What follows belongs to an exercise in optimizing a design on an open flow for small area; a production flow would make more cautious choices.
Function was checked by simulation only, so behaviour that the tests miss may differ from the original.
The clock cells of run 2 come from the design's own scripts or RTL, not from TritonCTS.
No driver is modelled on the clock port, so clock power and skew are understated where the tree is cut down; a real chip needs a root buffer or a tree.
Power and IR drop assume default switching activity.

==> design.v <==
module Lab2(clk, rst, button, light, dis, switch, levelLight, laserLight);
	input clk, rst, switch;
	input [1:0] button;
	output levelLight;
	output [1:0] laserLight;
	output [41:0] dis;
	output [9:0] light;
	reg [1:0] cv;      
	reg [5:0] dc;      
	reg [6:0] bc;      
	reg pl;            
	reg bf_on;         
	reg [1:0] lv;      
	reg [1:0] hp;      
	reg [5:0] lo;
	reg [2:0] hi;
	reg [2:0] pos;     
	reg [3:0] lc;      
	reg [1:0] sh, nx;
	wire [2:0] bh = {lv, sh[1]};     
	wire ctrl = bf_on;
	wire win = ctrl & bh[2] & bh[1] & bh[0];
	wire lose = ~hp[1] & ~hp[0];
	wire over = win | lose;
	wire boss = ctrl & ~over;
	wire run = switch & ~over;
	wire lpos = sh[0];
	wire gen = nx[0];
	wire fire = nx[1];
	wire bf = boss & fire;
	wire l1 = lv[1], l0 = lv[0], r1 = sh[1], r0 = sh[0];
	wire b0 = (l1|l0|r0|r1)&(l1|~l0|r1|r0)&(~l1|l0|r0|r1)&(~l1|l0|~r1|r0);
	wire b1 = (l1|l0|~r1|~r0)&(l1|~l0|r1|~r0)&(l1|~l0|~r1|r0)&(~l1|l0|~r1|r0)&(~l1|l0|~r1|~r0);
	wire b2 = (~l1&~l0&~r1&~r0)|(~l1&~l0&~r1&r0)|(~l1&~l0&r1&r0)|(~l1&l0&~r1&~r0)|(~l1&l0&r1&~r0);
	wire b3 = (~l1&~l0&~r1&~r0)|(~l1&~l0&r1&~r0)|(~l1&~l0&r1&r0)|(~l1&l0&~r1&r0)|(l1&~l0&r1&~r0);
	wire c0 = ~cv[1] & ~cv[0], c1 = ~cv[1] & cv[0], c2 = cv[1] & ~cv[0], c3 = cv[1] & cv[0];
	wire dmg1 = (c0 & ~b0) | (c3 & ~b1) | (c2 & ~b2) | (c1 & ~b3);
	wire dmgb = c1 | c2 | (bf & ((c0 & lpos) | (c3 & ~lpos)));
	wire thit = (~lv[1] & ~lv[0] & hi[2] & hi[0] & lo[3] & lo[1]) |
	            (~lv[1] & lv[0] & hi[1] & hi[0] & lo[4] & lo[3] & lo[2] & lo[1]) |
	            (lv[1] & hi[1]);
	wire step = run & ~ctrl & thit;
	wire lcm = ~lv[1] & ~lv[0] ? lc[2] : ~lv[1] ? lc[3] : lc[3] & lc[2];
	wire lup = step & lcm;
	wire trans = lup & lv[1];
	wire exitb = step & pos[2] & pos[1];
	wire lwr = run & lo[5] & lo[4] & lo[0];
	wire blw = ctrl & lwr;
	wire bhw = blw & hi[2];
	wire bev = bhw & ~pos[2] & ~pos[1] & ~pos[0];
	wire las = run & ctrl & lo[5] & lo[4] & ~lo[0] & lc[3];
	wire dmgev = (exitb & dmg1) | (las & ~gen & dmgb);
	wire idle = ~dc[5] & ~dc[4] & ~dc[3];
	wire up = ~button[1] & ~c3;
	wire dn = ~button[0] & ~c0;
	wire mv = run & idle & (up | dn);
	wire [2:0] bhn = bh - {2'b0, bev | (ctrl & (bh == 3'd0))};
	wire [7:0] bcs = {1'b0, bc} + {7'd0, run};
	always @(posedge clk) begin
		if (rst) begin
			cv <= 0; dc <= 0; bc <= 7'd28; pl <= 0; lv <= 0; bf_on <= 0; hp <= 3;
			lo <= 0; hi <= 0; pos <= 0; lc <= 0; sh <= 0; nx <= 0;
		end else begin
			if (mv) cv <= dn ? cv - 2'd1 : cv + 2'd1;
			dc <= (dc + {5'd0, run & ~idle}) | {2'b0, mv, mv, mv, 1'b0};
			bc <= bcs[7] ? 7'd28 : bcs[6:0];
			pl <= pl ^ bcs[7];
			lo <= (step | lwr) ? 6'd0 : lo + {5'd0, run};
			hi <= (step | bhw) ? 3'd0 : hi + {2'd0, lwr};
			if (exitb) pos <= 0;
			else if (step | bhw) pos <= pos + 3'd1;
			if (lup | (blw & lc[3])) lc <= 0;
			else if (exitb | blw) lc <= lc + 4'd1;
			if (lup) lv <= lv + 2'd1;
			else if (ctrl) lv <= bhn[2:1];
			bf_on <= bf_on | trans;
			if (exitb) begin
				sh <= {nx[1] ^ ~lc[1], nx[0] ^ lc[0]};
				nx <= c3 ? cv : cv + 2'd1;
			end else if (trans) begin
				sh <= 2'b00;
				nx <= 2'b00;
			end else begin
				if (las) begin
					nx <= {gen, ~gen};
					sh[0] <= lpos ^ ~gen;
				end
				sh[1] <= bhn[0];
			end
			hp <= hp - {1'b0, dmgev};
		end
	end
	wire [5:0] pg;
	assign pg[0] = ~ctrl & ~pos[2] & ~pos[1] & pos[0];
	assign pg[1] = ~ctrl & ~pos[2] & pos[1] & ~pos[0];
	assign pg[2] = ~ctrl & ~pos[2] & pos[1] & pos[0];
	assign pg[3] = ~ctrl & pos[2] & ~pos[1] & ~pos[0];
	assign pg[4] = ~ctrl & pos[2] & ~pos[1] & pos[0];
	assign pg[5] = ~ctrl & pos[2] & pos[1];
	wire kb0 = ~b0, kb1 = ~b1, kb2 = ~b2, kb3 = ~b3;
	wire nw = ~win, nl = ~lose, nb = ~boss;
	wire la = ~(bf & lpos);    
	wire lb = ~(bf & ~lpos);   
	wire nf = ~bf;
	wire s0 = c1 | c2 | c3 | pl;
	wire s3 = ~c3 | pl;
	wire s2 = ~c2 | pl;
	wire s1 = ~c1 | pl;
	assign dis[0]  = nw & nl & ~(pg[0] & kb0);
	assign dis[1]  = nw;
	assign dis[2]  = nw;
	assign dis[3]  = nl & ~(pg[0] & kb1);
	assign dis[4]  = nw & nl & nb & ~(pg[0] & kb2);
	assign dis[5]  = nw & nl & nb & ~(pg[0] & kb3);
	assign dis[6]  = nl & nb;
	assign dis[7]  = nl & nb & ~(pg[1] & kb0);
	assign dis[8]  = nw & nb;
	assign dis[9]  = nw & nl & nb;
	assign dis[10] = nl & nb & ~(pg[1] & kb1);
	assign dis[11] = nb & ~(pg[1] & kb2);
	assign dis[12] = nl & nb & ~(pg[1] & kb3);
	assign dis[13] = nl & nb;
	assign dis[14] = nl & la & ~(pg[2] & kb0);
	assign dis[15] = nw & nl;
	assign dis[16] = nw & nl;
	assign dis[17] = nw & nl & lb & ~(pg[2] & kb1);
	assign dis[18] = nl & ~(pg[2] & kb2);
	assign dis[19] = nl & ~(pg[2] & kb3);
	assign dis[20] = nf;
	assign dis[21] = la & ~(pg[3] & kb0);
	assign dis[22] = nw;
	assign dis[23] = nw;
	assign dis[24] = nw & nl & lb & ~(pg[3] & kb1);
	assign dis[25] = nw & nl & ~(pg[3] & kb2);
	assign dis[26] = nw & nl & ~(pg[3] & kb3);
	assign dis[27] = nf;
	assign dis[28] = la & ~(pg[4] & kb0);
	assign dis[29] = 1'b1;
	assign dis[30] = 1'b1;
	assign dis[31] = lb & ~(pg[4] & kb1);
	assign dis[32] = ~(pg[4] & kb2);
	assign dis[33] = ~(pg[4] & kb3);
	assign dis[34] = nf;
	assign dis[35] = la & s0 & ~(pg[5] & kb0);
	assign dis[36] = 1'b1;
	assign dis[37] = 1'b1;
	assign dis[38] = lb & s3 & ~(pg[5] & kb1);
	assign dis[39] = lb & s2 & ~(pg[5] & kb2);
	assign dis[40] = la & s1 & ~(pg[5] & kb3);
	assign dis[41] = nf;
	assign light[0] = ~lose;
	assign light[1] = hp[1];
	assign light[2] = hp[1] & hp[0];
	assign light[3] = 1'b0;
	assign light[4] = boss & bh[2] & bh[1];
	assign light[5] = boss & bh[2] & (bh[1] | bh[0]);
	assign light[6] = boss & bh[2];
	assign light[7] = boss & (bh[2] | (bh[1] & bh[0]));
	assign light[8] = boss & (bh[2] | bh[1]);
	assign light[9] = boss & (bh[2] | bh[1] | bh[0]);
	assign levelLight = ~(~ctrl & (pos != 0) & ((~lv[1] & ~lv[0]) ? lc[1] & lc[0] : ~lv[1] ? lc[2] & lc[1] & lc[0] : lc[3] & lc[1] & lc[0]));
	assign laserLight = (boss & gen) ? (lpos ? 2'b10 : 2'b01) : 2'b11;
endmodule
==> flow/run.sh <==
#!/bin/bash
set -euo pipefail
export BUFFER_PORTS_ARGS="-buffer_cell sky130_fd_sc_hd__buf_1"
export SKIP_REPAIR_TIE_FANOUT=1
# Clock tree built before CTS by flow/mantree.tcl (a root buffer driving
# three leaf buffers, each driving a group of nearby flip-flops); CTS then has no
# net left to buffer.
export CLK_NLEAF=3 CLK_LEAF_BUF=sky130_fd_sc_hd__clkbuf_8 CLK_ROOT_BUF=sky130_fd_sc_hd__clkbuf_1
export PRE_CTS_TCL="$PWD/flow/mantree.tcl"
export CTS_ARGS="-clk_nets clk"
R=orfs/results/${FLOW_PLATFORM:-sky130hd}/Lab2/base
bash standard.sh synth > std_synth.log 2>&1
cp $R/1_2_yosys.v std_1_2_yosys.v
LIB=$FLOW_HOME/platforms/sky130hd/lib/sky130_fd_sc_hd__tt_025C_1v80.lib
YOSYS=$(command -v yosys || echo /OpenROAD-flow-scripts/tools/install/yosys/bin/yosys)
nff=$(grep -c dfxtp std_1_2_yosys.v)
run_scr() {
  local scr=$1 n=$(basename $1 .scr)
  sed "s#@LIB@#$LIB#g; s#@IN@#std_1_2_yosys.v#; s#@SCR@#$scr#; s#@OUT@#resynth_$n.v#; s#@STAT@#resynth_stat_$n.log#" flow/resynth.ys > resynth_$n.ys
  $YOSYS -s resynth_$n.ys > resynth_$n.log 2>&1 || true
}
for scr in $(ls flow/abc_*.scr | grep -v deep); do run_scr $scr & done
wait
# The deepsyn scripts run for a fixed time each; run them side by side.
for scr in flow/abc_deep*.scr; do run_scr $scr & done
wait
best=""; barea=""
for scr in flow/abc_*.scr; do
  n=$(basename $scr .scr)
  if [ -f resynth_$n.v ] && [ "$(grep -c dfxtp resynth_$n.v)" = "$nff" ]; then
    a=$(grep "Chip area" resynth_stat_$n.log | awk '{print $NF}')
    echo "$n $a" >> resynth_areas.log
    if [ -z "$barea" ] || awk "BEGIN{exit !($a < $barea)}"; then best=$n; barea=$a; fi
  fi
done
echo "best $best $barea" >> resynth_areas.log
# One tie cell drives both the constant-1 and the constant-0 outputs.
python3 flow/onetie.py resynth_$best.v $R/1_2_yosys.v > onetie.log 2>&1 || cp resynth_$best.v $R/1_2_yosys.v
rm -f $R/1_synth.odb $R/1_synth.sdc
bash standard.sh finish > std_finish.log 2>&1
==> flow/abc_amap1.scr <==
strash
dch -f
amap
topo
==> flow/abc_dc2.scr <==
strash
dc2
dch -f
amap
topo
==> flow/abc_dc2b.scr <==
strash
dc2
dch -f
amap
strash
dc2
dch -f
amap
topo
==> flow/abc_dch.scr <==
strash
dch
amap
topo
==> flow/abc_deep1.scr <==
&get -n
&deepsyn -S 1 -T 60
&put
dch -f
amap
strash
dch -f
amap
topo
==> flow/abc_deep2.scr <==
&get -n
&deepsyn -S 2 -T 60
&put
dch -f
amap
strash
dch -f
amap
topo
==> flow/abc_deep3.scr <==
&get -n
&deepsyn -S 3 -T 60
&put
dch -f
amap
strash
dch -f
amap
topo
==> flow/abc_deep4.scr <==
&get -n
&deepsyn -S 4 -T 60
&put
dch -f
amap
strash
dch -f
amap
topo
==> flow/abc_dsdb.scr <==
strash
&get -n
&dsdb
&put
dch -f
amap
strash
dch -f
amap
topo
==> flow/abc_fraig.scr <==
strash
ifraig
dch -f
amap
strash
dch -f
amap
topo
==> flow/abc_fraig2.scr <==
strash
ifraig
resub -K 8
dch -f
amap
strash
dch -f
amap
topo
==> flow/abc_gb.scr <==
strash
&get -n
&b -a
&put
dch -f
amap
topo
==> flow/abc_it2.scr <==
strash
dch -f
amap
strash
dch -f
amap
strash
dch -f
amap
topo
==> flow/abc_it6.scr <==
strash
dch -f
amap
strash
dch -f
amap
strash
dch -f
amap
strash
dch -f
amap
strash
dch -f
amap
strash
dch -f
amap
topo
==> flow/abc_resub.scr <==
strash
resub -K 6
rewrite
resub -K 8
refactor
resub -K 10 -z
dch -f
amap
topo
==> flow/abc_rfz.scr <==
strash
refactor -z
rewrite -z
balance
dch -f
amap
strash
dch -f
amap
topo
==> flow/abc_rs2.scr <==
strash
balance
rewrite -l
refactor -l
balance
rewrite -l
rewrite -z -l
balance
refactor -z -l
rewrite -z -l
balance
dch -f
amap
strash
dch -f
amap
topo
==> flow/mantree.tcl <==
# Manual clock tree: one root buffer (CLK_ROOT_BUF) driving CLK_NLEAF leaf
# buffers (CLK_LEAF_BUF). The flip-flops are split into CLK_NLEAF groups of
# nearby flip-flops (k-means on their locations, started from vertical
# slices); each leaf buffer sits at the centroid of its group.
set block [ord::get_db_block]
set db [ord::get_db]
set clknet [$block findNet clk]
set pts {}
foreach it [$clknet getITerms] {
  set loc [[$it getInst] getLocation]
  lappend pts [list [lindex $loc 0] [lindex $loc 1] $it]
}
set pts [lsort -integer -index 0 $pts]
set n [llength $pts]
set k $::env(CLK_NLEAF)
# initial centers: centroids of vertical slices
set cx {}; set cy {}
for {set c 0} {$c < $k} {incr c} {
  set lo [expr {$c * $n / $k}]; set hi [expr {($c + 1) * $n / $k}]
  set sx 0; set sy 0
  for {set i $lo} {$i < $hi} {incr i} { set p [lindex $pts $i]; incr sx [lindex $p 0]; incr sy [lindex $p 1] }
  lappend cx [expr {$sx / ($hi - $lo)}]; lappend cy [expr {$sy / ($hi - $lo)}]
}
set cap [expr {($n + $k - 1) / $k + 2}]
for {set iter 0} {$iter < 20} {incr iter} {
  # assign each point to nearest center with room (balanced groups)
  set asg {}
  set cnt [lrepeat $k 0]
  set order {}
  for {set i 0} {$i < $n} {incr i} {
    set p [lindex $pts $i]
    set best 1e18
    for {set c 0} {$c < $k} {incr c} {
      set d [expr {abs([lindex $p 0] - [lindex $cx $c]) + abs([lindex $p 1] - [lindex $cy $c])}]
      if {$d < $best} { set best $d }
    }
    lappend order [list $best $i]
  }
  set asg [lrepeat $n -1]
  foreach o [lsort -real -index 0 $order] {
    set i [lindex $o 1]; set p [lindex $pts $i]
    set bc -1; set bd 1e18
    for {set c 0} {$c < $k} {incr c} {
      if {[lindex $cnt $c] >= $cap} continue
      set d [expr {abs([lindex $p 0] - [lindex $cx $c]) + abs([lindex $p 1] - [lindex $cy $c])}]
      if {$d < $bd} { set bd $d; set bc $c }
    }
    lset asg $i $bc
    lset cnt $bc [expr {[lindex $cnt $bc] + 1}]
  }
  set nx {}; set ny {}
  for {set c 0} {$c < $k} {incr c} {
    set sx 0; set sy 0; set m 0
    for {set i 0} {$i < $n} {incr i} { if {[lindex $asg $i] == $c} { set p [lindex $pts $i]; incr sx [lindex $p 0]; incr sy [lindex $p 1]; incr m } }
    if {$m > 0} { lappend nx [expr {$sx / $m}]; lappend ny [expr {$sy / $m}] } else { lappend nx [lindex $cx $c]; lappend ny [lindex $cy $c] }
  }
  set cx $nx; set cy $ny
}
set rootm [$db findMaster $::env(CLK_ROOT_BUF)]
set leafm [$db findMaster $::env(CLK_LEAF_BUF)]
set root [odb::dbInst_create $block $rootm clkbuf_root]
set rnet [odb::dbNet_create $block clk_root]
$rnet setSigType CLOCK
[$root findITerm A] connect $clknet
[$root findITerm X] connect $rnet
set rx 0; set ry 0
for {set c 0} {$c < $k} {incr c} {
  set leaf [odb::dbInst_create $block $leafm clkbuf_leaf_$c]
  set lnet [odb::dbNet_create $block clk_leaf_$c]
  $lnet setSigType CLOCK
  [$leaf findITerm A] connect $rnet
  [$leaf findITerm X] connect $lnet
  for {set i 0} {$i < $n} {incr i} {
    if {[lindex $asg $i] == $c} {
      set it [lindex [lindex $pts $i] 2]
      $it disconnect
      $it connect $lnet
    }
  }
  $leaf setLocation [lindex $cx $c] [lindex $cy $c]
  $leaf setPlacementStatus PLACED
  incr rx [lindex $cx $c]; incr ry [lindex $cy $c]
}
$root setLocation [expr {$rx / $k}] [expr {$ry / $k}]
$root setPlacementStatus PLACED
$clknet setSigType CLOCK
==> flow/onetie.py <==
# Merge the tie-high and tie-low conb_1 cells of a netlist into one cell.
import re, sys
v = open(sys.argv[1]).read()
pat = re.compile(r'\s*sky130_fd_sc_hd__conb_1\s+(\S+)\s*\(\s*\.(HI|LO)\(([^()]*)\)\s*\);')
m = pat.findall(v)
if len(m) == 2 and {m[0][1], m[1][1]} == {"HI", "LO"}:
    pins = {p: n for _, p, n in m}
    v = pat.sub('', v, count=2)
    cell = '\n  sky130_fd_sc_hd__conb_1 %s (\n    .HI(%s),\n    .LO(%s)\n  );' % (m[0][0], pins["HI"], pins["LO"])
    v = v.replace('\nendmodule', cell + '\nendmodule', 1)
    print("merged", m)
else:
    print("left as is", m)
open(sys.argv[2], 'w').write(v)
==> flow/resynth.ys <==
# Re-map the combinational logic of the standard synthesis for area.
# The flip-flops are kept as they are (same cells, same instance names).
read_liberty -ignore_miss_func @LIB@
read_verilog -defer @IN@
hierarchy -top Lab2
setattr -mod -set keep_hierarchy 1 sky130_fd_sc_hd__dfxtp_1
flatten
opt_clean -purge
techmap
opt -purge
abc -liberty @LIB@ -dont_use sky130_fd_sc_hd__probe_p_8 -dont_use sky130_fd_sc_hd__probec_p_8 -dont_use sky130_fd_sc_hd__lpflow_bleeder_1 -dont_use sky130_fd_sc_hd__lpflow_clkbufkapwr_1 -dont_use sky130_fd_sc_hd__lpflow_clkbufkapwr_16 -dont_use sky130_fd_sc_hd__lpflow_clkbufkapwr_2 -dont_use sky130_fd_sc_hd__lpflow_clkbufkapwr_4 -dont_use sky130_fd_sc_hd__lpflow_clkbufkapwr_8 -dont_use sky130_fd_sc_hd__lpflow_clkinvkapwr_1 -dont_use sky130_fd_sc_hd__lpflow_clkinvkapwr_16 -dont_use sky130_fd_sc_hd__lpflow_clkinvkapwr_2 -dont_use sky130_fd_sc_hd__lpflow_clkinvkapwr_4 -dont_use sky130_fd_sc_hd__lpflow_clkinvkapwr_8 -dont_use sky130_fd_sc_hd__lpflow_decapkapwr_12 -dont_use sky130_fd_sc_hd__lpflow_decapkapwr_3 -dont_use sky130_fd_sc_hd__lpflow_decapkapwr_4 -dont_use sky130_fd_sc_hd__lpflow_decapkapwr_6 -dont_use sky130_fd_sc_hd__lpflow_decapkapwr_8 -dont_use sky130_fd_sc_hd__lpflow_inputiso0n_1 -dont_use sky130_fd_sc_hd__lpflow_inputiso0p_1 -dont_use sky130_fd_sc_hd__lpflow_inputiso1n_1 -dont_use sky130_fd_sc_hd__lpflow_inputiso1p_1 -dont_use sky130_fd_sc_hd__lpflow_inputisolatch_1 -dont_use sky130_fd_sc_hd__lpflow_isobufsrc_1 -dont_use sky130_fd_sc_hd__lpflow_isobufsrc_16 -dont_use sky130_fd_sc_hd__lpflow_isobufsrc_2 -dont_use sky130_fd_sc_hd__lpflow_isobufsrc_4 -dont_use sky130_fd_sc_hd__lpflow_isobufsrc_8 -dont_use sky130_fd_sc_hd__lpflow_isobufsrckapwr_16 -dont_use sky130_fd_sc_hd__lpflow_lsbuf_lh_hl_isowell_tap_1 -dont_use sky130_fd_sc_hd__lpflow_lsbuf_lh_hl_isowell_tap_2 -dont_use sky130_fd_sc_hd__lpflow_lsbuf_lh_hl_isowell_tap_4 -dont_use sky130_fd_sc_hd__lpflow_lsbuf_lh_isowell_4 -dont_use sky130_fd_sc_hd__lpflow_lsbuf_lh_isowell_tap_1 -dont_use sky130_fd_sc_hd__lpflow_lsbuf_lh_isowell_tap_2 -dont_use sky130_fd_sc_hd__lpflow_lsbuf_lh_isowell_tap_4  -script @SCR@
opt_clean -purge
splitnets
opt_clean -purge
hilomap -singleton -hicell sky130_fd_sc_hd__conb_1 HI -locell sky130_fd_sc_hd__conb_1 LO
insbuf -buf sky130_fd_sc_hd__buf_4 A X
opt_clean -purge
select Lab2
tee -o @STAT@ stat -liberty @LIB@
write_verilog -noattr -nohex -nodec -selected @OUT@
==> standard.sh <==
#!/bin/bash
# synth_recipe.tcl (not shown) runs the flow's synth.tcl, then flattens the netlist and writes it again
# the make line also repeats each setting of config.mk as NAME=value (left out here)
make -C /OpenROAD-flow-scripts/flow DESIGN_CONFIG=/design/flow/config.mk WORK_HOME=/design/flow/orfs CLKGATE_MAP_FILE= SYNTH_SCRIPT=/design/flow/synth_recipe.tcl "${@:-finish}"
==> config.mk <==
export PLATFORM = sky130hd
export DESIGN_NAME = Lab2
export DESIGN_NICKNAME = Lab2
export VERILOG_FILES = /design/flow/design.v
export SDC_FILE = /design/flow/constraint.sdc
export NUM_CORES = 4
export LEC_CHECK = 0
export CAP_MARGIN = 20
export CORE_MARGIN = 2
export CORE_UTILIZATION = 70
export SLEW_MARGIN = 20
==> constraint.sdc <==
create_clock -name core_clock -period 5.0 [get_ports {clk}]
set_input_delay 1.0000 -clock core_clock [delete_from_list [all_inputs] [get_ports {clk}]]
set_output_delay 1.0000 -clock core_clock [all_outputs]
set_load 0.01 [all_outputs]
==> results of run 1 <==
critical path: stages, from the launching register on:
cell and delay (ns):
dfxtp_1 0.48, clkinv_1 0.27, nor4_1 0.61, nor2_1 0.19, clkinv_1 0.19, nor2_1 0.13
nand2_1 0.20, nor2_1 0.13, clkinv_1 0.07, o21ai_0 0.08, a21oi_1 0.16, buf_1 0.17
where the power goes:
part	switching [uW]	leakage [uW]	internal, uW
Combinational	23.9	0.000435	10.3
Sequential	4.08	0.000332	333
Clock	97.9	0.0000228	56.2
Total	126	0.000790	399
cell type report:
cell class              count  area share
well taps                  44     0.02240
multi-input cells         242      0.4893
flip-flops and latches     41      0.3340
inverters                  35     0.05346
plain buffers               4     0.01833
repair buffers             54     0.08248
per-layer routing:
| layer | global-route usage | vias to the layer above | part of all wire |
|---|---|---|---|
| met2 | 0.5438 | 128 | 0.47 |
| li1 | - | 1214 | - |
| met4 | 0.1211 | 0 | 0.024 |
| met1 | 0.4325 | 1080 | 0.43 |
| met3 | 0.05330 | 15 | 0.083 |
| met5 | 0 | - | 0 |
stage by stage:
| stage | setup WS (ns) | cell area, um2 | total power, uW |
|---|---|---|---|
| after floorplan | 1.805 | 2260 | 369.7 |
| after global placement | 1.651 | 2412 | 376.6 |
| after detailed placement | 1.456 | 2412 | 377.8 |
| after CTS | 1.459 | 2457 | 493.9 |
| after global routing | 0.5321 | 2457 | 542.3 |
| final | 0.8213 | 2457 | 525.3 |
worst max-delay path by stage:
stage	start	endpoint	slack, ns
finish	lv[1]	dis[40]	0.82
detailed placement	lv[1]	dis[40]	1.46
global placement	lv[1]	dis[39]	1.65
CTS	lv[1]	dis[40]	1.46
floorplan	lv[1]	dis[39]	1.81
global route	lv[1]	dis[40]	0.53
flip-flops by register name, indices dropped and copies added, names as in the netlist:
name	count
lv	2
bc	7
nx	2
dc	6
sh	2
pl	1
lo	6
cv	2
bf_on	1
hp	2
lc	4
hi	3
pos	3
layout by cell type (no fill, tap or decap), drive strengths merged, types with 3 or more instances in the layout:
cell type and n:
a211oi 11, a21oi 9, and2 8, and3 11
buf 54, clkbuf 4, clkinv 35, dfxtp 41
nand2 15, nand3 6, nand4 7, nor2 104
nor3 24, nor4 3, o21a 7, o21ai 11
o22ai 6
==> results.cfg, run 1 <==
[timing]
report.final.slew_viol_count = 0
setup_violations = 0
skew_ns = 0.01504
final.min_clock_period_ns = 4.179
rsz0062_at_grt = no
holdWs_ns = 0.4761
tightestPinTransition_ns = 0.8730
fin_crit_sh = 0.8357
hold_viol = 0
slew_headroom = 0.4119
fin_setup_tns_ns = 0
max_freq_mhz = 239.3

[die]
fp.dieW_um = 60.82
start_util = 0.7402
num_rows = 20
die_y_um = 60.82
dieArea_um2 = 3698
coreArea_um2 = 3053
ios = 60

[detailed_routing]
drt_iter0_drc = 304
wire_per_inst_um = 14.10
wl_um = 5924
first_pass_iters = 5
vias = 2437
drtAntennaViolNets = 0
drc_errors = 0
vias_per_cell = 5.802

[layout]
multi_input_area_um2 = 1202
area_delta_synth_final_pct = 8.749
layout-drive-gt1-share = 0.007979
nNetsFinal = 384
fillers = 235
n_antenna_cell = 0
seq_area_um2 = 820.8
layout.cells.non_filler = 420
final_util = 0.8049

[run]
maxCapViolations = 0

[placement]
place_hpwl_um = 4484
io_buffers = 54
dp.cells = 416
routabilityCongestion = 1.014

[status]
status = finished clean

[clock_tree]
worstSkewPairLatency_ns = 0.50
cts_resized = 0
ctsHoldBuffers = 0
postCtsSetupBuffers = 0
cts.clk_slew.worst_paths_ns = 0.09

[setup_path]
path_class = reg2out
rr_worst_depth = 14
cp_max_fo = 8
reg2reg_to = pos[2]
crit_required_ns = 4.00
timing.rr.start = lv[1]
cp-start-kind = flop
crit_path_end_kind = output pin
rrSetupSlack_ns = 1.80
critPathArrivalTime_ns = 3.18

[min_path]
holdPathStages = 2
hp-class = reg2reg
hold_start = bc[6]
min_to = bc[6]

[global_routing]
grt_pass1_vias = 2126
grt_overflow_total = 0
grt_max_degree = 17
grt_pass1_wl_um = 9522
antenna_found_initial = 0
grt_usage = 0.3285

[pwr]
irDropWorstVdd_mv = 0.2475
p_leak_uw = 0.0007896
p_per_area_nw_per_um2 = 213.8

[yosys]
netlist_area_um2 = 2260
synthesis.nets = 338
avgSynthCellArea_um2 = 6.806
yosys_warnings = 1
netlist_instances = 332
==> inputs of run 2 (changes only) <==
--- a/flow/run.sh
+++ b/flow/run.sh
@@ -3,8 +3,8 @@
 export BUFFER_PORTS_ARGS="-buffer_cell sky130_fd_sc_hd__buf_1"
 export SKIP_REPAIR_TIE_FANOUT=1
-# Clock tree built before CTS by flow/mantree.tcl (a root buffer driving
-# three leaf buffers, each driving a group of nearby flip-flops); CTS then has no
-# net left to buffer.
-export CLK_NLEAF=3 CLK_LEAF_BUF=sky130_fd_sc_hd__clkbuf_8 CLK_ROOT_BUF=sky130_fd_sc_hd__clkbuf_1
+# Clock tree built before CTS by flow/mantree.tcl: the clock port feeds three
+# leaf buffers, each driving a group of nearby flip-flops; the hook then turns
+# the CTS call into a no-op.
+export CLK_NLEAF=3 CLK_LEAF_BUF=sky130_fd_sc_hd__clkbuf_8 CLK_ROOT_BUF=none
 export PRE_CTS_TCL="$PWD/flow/mantree.tcl"
 export CTS_ARGS="-clk_nets clk"
--- a/flow/mantree.tcl
+++ b/flow/mantree.tcl
@@ -1,6 +1,2 @@
-# Manual clock tree: one root buffer (CLK_ROOT_BUF) driving CLK_NLEAF leaf
-# buffers (CLK_LEAF_BUF). The flip-flops are split into CLK_NLEAF groups of
-# nearby flip-flops (k-means on their locations, started from vertical
-# slices); each leaf buffer sits at the centroid of its group.
 set block [ord::get_db_block]
 set db [ord::get_db]
@@ -57,11 +53,16 @@
   set cx $nx; set cy $ny
 }
-set rootm [$db findMaster $::env(CLK_ROOT_BUF)]
 set leafm [$db findMaster $::env(CLK_LEAF_BUF)]
-set root [odb::dbInst_create $block $rootm clkbuf_root]
-set rnet [odb::dbNet_create $block clk_root]
-$rnet setSigType CLOCK
-[$root findITerm A] connect $clknet
-[$root findITerm X] connect $rnet
+if {$::env(CLK_ROOT_BUF) eq "none"} {
+  set root ""
+  set rnet $clknet
+} else {
+  set rootm [$db findMaster $::env(CLK_ROOT_BUF)]
+  set root [odb::dbInst_create $block $rootm clkbuf_root]
+  set rnet [odb::dbNet_create $block clk_root]
+  $rnet setSigType CLOCK
+  [$root findITerm A] connect $clknet
+  [$root findITerm X] connect $rnet
+}
 set rx 0; set ry 0
 for {set c 0} {$c < $k} {incr c} {
@@ -82,5 +83,10 @@
   incr rx [lindex $cx $c]; incr ry [lindex $cy $c]
 }
-$root setLocation [expr {$rx / $k}] [expr {$ry / $k}]
-$root setPlacementStatus PLACED
+if {$root ne ""} {
+  $root setLocation [expr {$rx / $k}] [expr {$ry / $k}]
+  $root setPlacementStatus PLACED
+}
 $clknet setSigType CLOCK
+# The tree is complete: make the CTS call that follows this hook a no-op.
+rename clock_tree_synthesis my_unused_clock_tree_synthesis
+proc clock_tree_synthesis {args} { puts "clock tree built by flow/mantree.tcl" }
==> results.cfg, run 2 <==
[timing]
hold_viol = 0
slew_headroom = 0.3944
setup_violations = 0
report.final.slew_viol_count = 0
fin_crit_sh = 0.7688
final.min_clock_period_ns = 3.844
tightestPinTransition_ns = 0.8989
fin_setup_tns_ns = 0
rsz0062_at_grt = no
skew_ns = 0.01443
holdWs_ns = 0.4756
max_freq_mhz = 260.1

[setup_path]
reg2reg_to = pos[2]
cp-start-kind = flop
path_class = reg2out
rr_worst_depth = 14
timing.rr.start = lv[1]
cp_cell_sequence = clkinv_1 -> nor4_1 -> nor2_1 -> clkinv_1 -> nor2_1 -> nand2_1 -> nor2_1 -> clkinv_1 -> o21ai_0 -> a21oi_1 -> buf_1
crit_path_end_kind = output pin
crit_path_max_incr_delay_ns = 0.62
critical-path-slowest-cell = nor4_1
crit_required_ns = 4.00
rrSetupSlack_ns = 1.80
cp_max_fo = 8
critPathArrivalTime_ns = 2.84

[layout]
nNetsFinal = 383
largest-register = bc
n_antenna_cell = 0
reg_top3 = bc x7, dc x6, lo x6
final_cell_mix = nor2_1 (104), buf_1 (54), dfxtp_1 (41)
final_common_cell = nor2_1
layout-drive-gt1-share = 0.008000
largest_reg_flops = 7
area_delta_synth_final_pct = 8.582

[min_path]
min_to = bc[6]
hold_start = bc[6]
hp-class = reg2reg
holdPathStages = 2

[die]
die_y_um = 60.82
fp.dieW_um = 60.82
start_util = 0.7402
ios = 60
dieArea_um2 = 3698
num_rows = 20
coreArea_um2 = 3053

[run]
maxCapViolations = 0

[clock_tree]
cts.clk_slew.worst_paths_ns = 0.09
postCtsSetupBuffers = 0
ctsHoldBuffers = 0
worstSkewPairLatency_ns = 0.15
cts_resized = 0

[pwr]
finalPower_uw = 507.5
irDropWorstVdd_mv = 0.2491
p_leak_uw = 0.0007884
p_per_area_nw_per_um2 = 206.9

[placement]
io_buffers = 54
place_hpwl_um = 4484
routabilityCongestion = 1.014

[global_routing]
antenna_found_initial = 0
grt_usage = 0.3258
grt_pass1_wl_um = 9466
grt_overflow_total = 0
grt_max_degree = 17
grt_pass1_vias = 2121

[detailed_routing]
vias_per_cell = 5.802
drt_iter0_drc = 263
first_pass_iters = 6
drc_errors = 0
drtAntennaViolNets = 0
wl_um = 5881
wire_per_inst_um = 14.04
vias = 2431

[yosys]
netlist_area_um2 = 2260
avgSynthCellArea_um2 = 6.806
yosys_warnings = 1
netlist_instances = 332
synthesis.nets = 338

[status]
status = finished clean
run 2: critical path: cells and delay by family (launching register included):
| family | cells | cell delay, ns |
|---|---|---|
| DFF | 1 | 0.48 |
| AOI/OAI and AO/OA | 2 | 0.24 |
| buffers and inverters | 4 | 0.70 |
| and+or+nand+nor | 5 | 1.29 |
run 2: worst max path at each step:
| stage | start | endpoint | slack, ns | cells after the start |
|---|---|---|---|---|
| 3_3_place_gp | lv[1] | dis[39] | 1.65 | 9 |
| 2_1_floorplan | lv[1] | dis[39] | 1.81 | 8 |
| 5_1_grt | lv[1] | dis[40] | 0.89 | 11 |
| 6_report | lv[1] | dis[40] | 1.16 | 11 |
| 3_5_place_dp | lv[1] | dis[40] | 1.46 | 11 |
| 4_1_cts | lv[1] | dis[40] | 1.46 | 11 |
run 2: layout make-up:
type / instances / area (um2)
flip-flops and latches: 41 / 820.8
multi-input cells: 242 / 1202
well taps: 44 / 55.05
inverters: 35 / 131.4
plain buffers: 3 / 41.29
fillers: 237 / 599.3
repair buffers: 54 / 202.7
run 2: stage by stage:
step                  util  setup slack, ns  cell area (um2)  std cells
finish              0.8037            1.156             2454        419
floorplan                -            1.805             2260        332
CTS                 0.8037            1.459             2454        419
global placement    0.7902            1.651             2412        416
detailed placement  0.7902            1.456             2412        416
global route        0.8037           0.8899             2454        419
run 2: power by group:
group	internal [uW]	total (uW)	switching [uW]	leakage [uW]
Clock	55.2	136	81.2	0.0000216
Sequential	333	337	4.10	0.000332
Combinational	10.3	34.1	23.8	0.000435
Total	398	508	109	0.000788
run 2: per-layer routing:
metal,vias up,part of all wire,global-route usage
li1,1210,-,-
met1,1071,0.43,0.4325
met2,129,0.46,0.5438
met3,21,0.084,0.04691
met4,0,0.027,0.1118
met5,-,0,0

-- what the ideal ports hide --
The results above use ideal ports. As a check the final layouts listed here were re-extracted and re-timed, cells and wires unchanged.
Step 1 sets driving cells, clkbuf_16 on the clock port and buf_2 on the other inputs (assumed; they add their load-dependent delay and slew).
Step 2 moves the port delays by t, midway between the first and last clock arrival at a register: inputs arrive t later, outputs are due t later. That takes back most of the time a late clock gives input paths.
Slacks: no drivers / after step 1 / after step 2; pairs: no drivers / after step 1.
run | shift t [ns] | slack for setup (ns) | hold slack, ns | worst setup path at the end | slew at the worst register clock pin (ns)
run 1 | 0.514 | 0.821 / 0.797 / 1.311 | 0.476 / 0.476 / 0.476 | register to output | 0.09 / 0.10
run 2 | 0.190 | 1.156 / 1.109 / 1.299 | 0.476 / 0.476 / 0.476 | register to output | 0.09 / 0.09
After both steps every run listed still meets setup and hold.
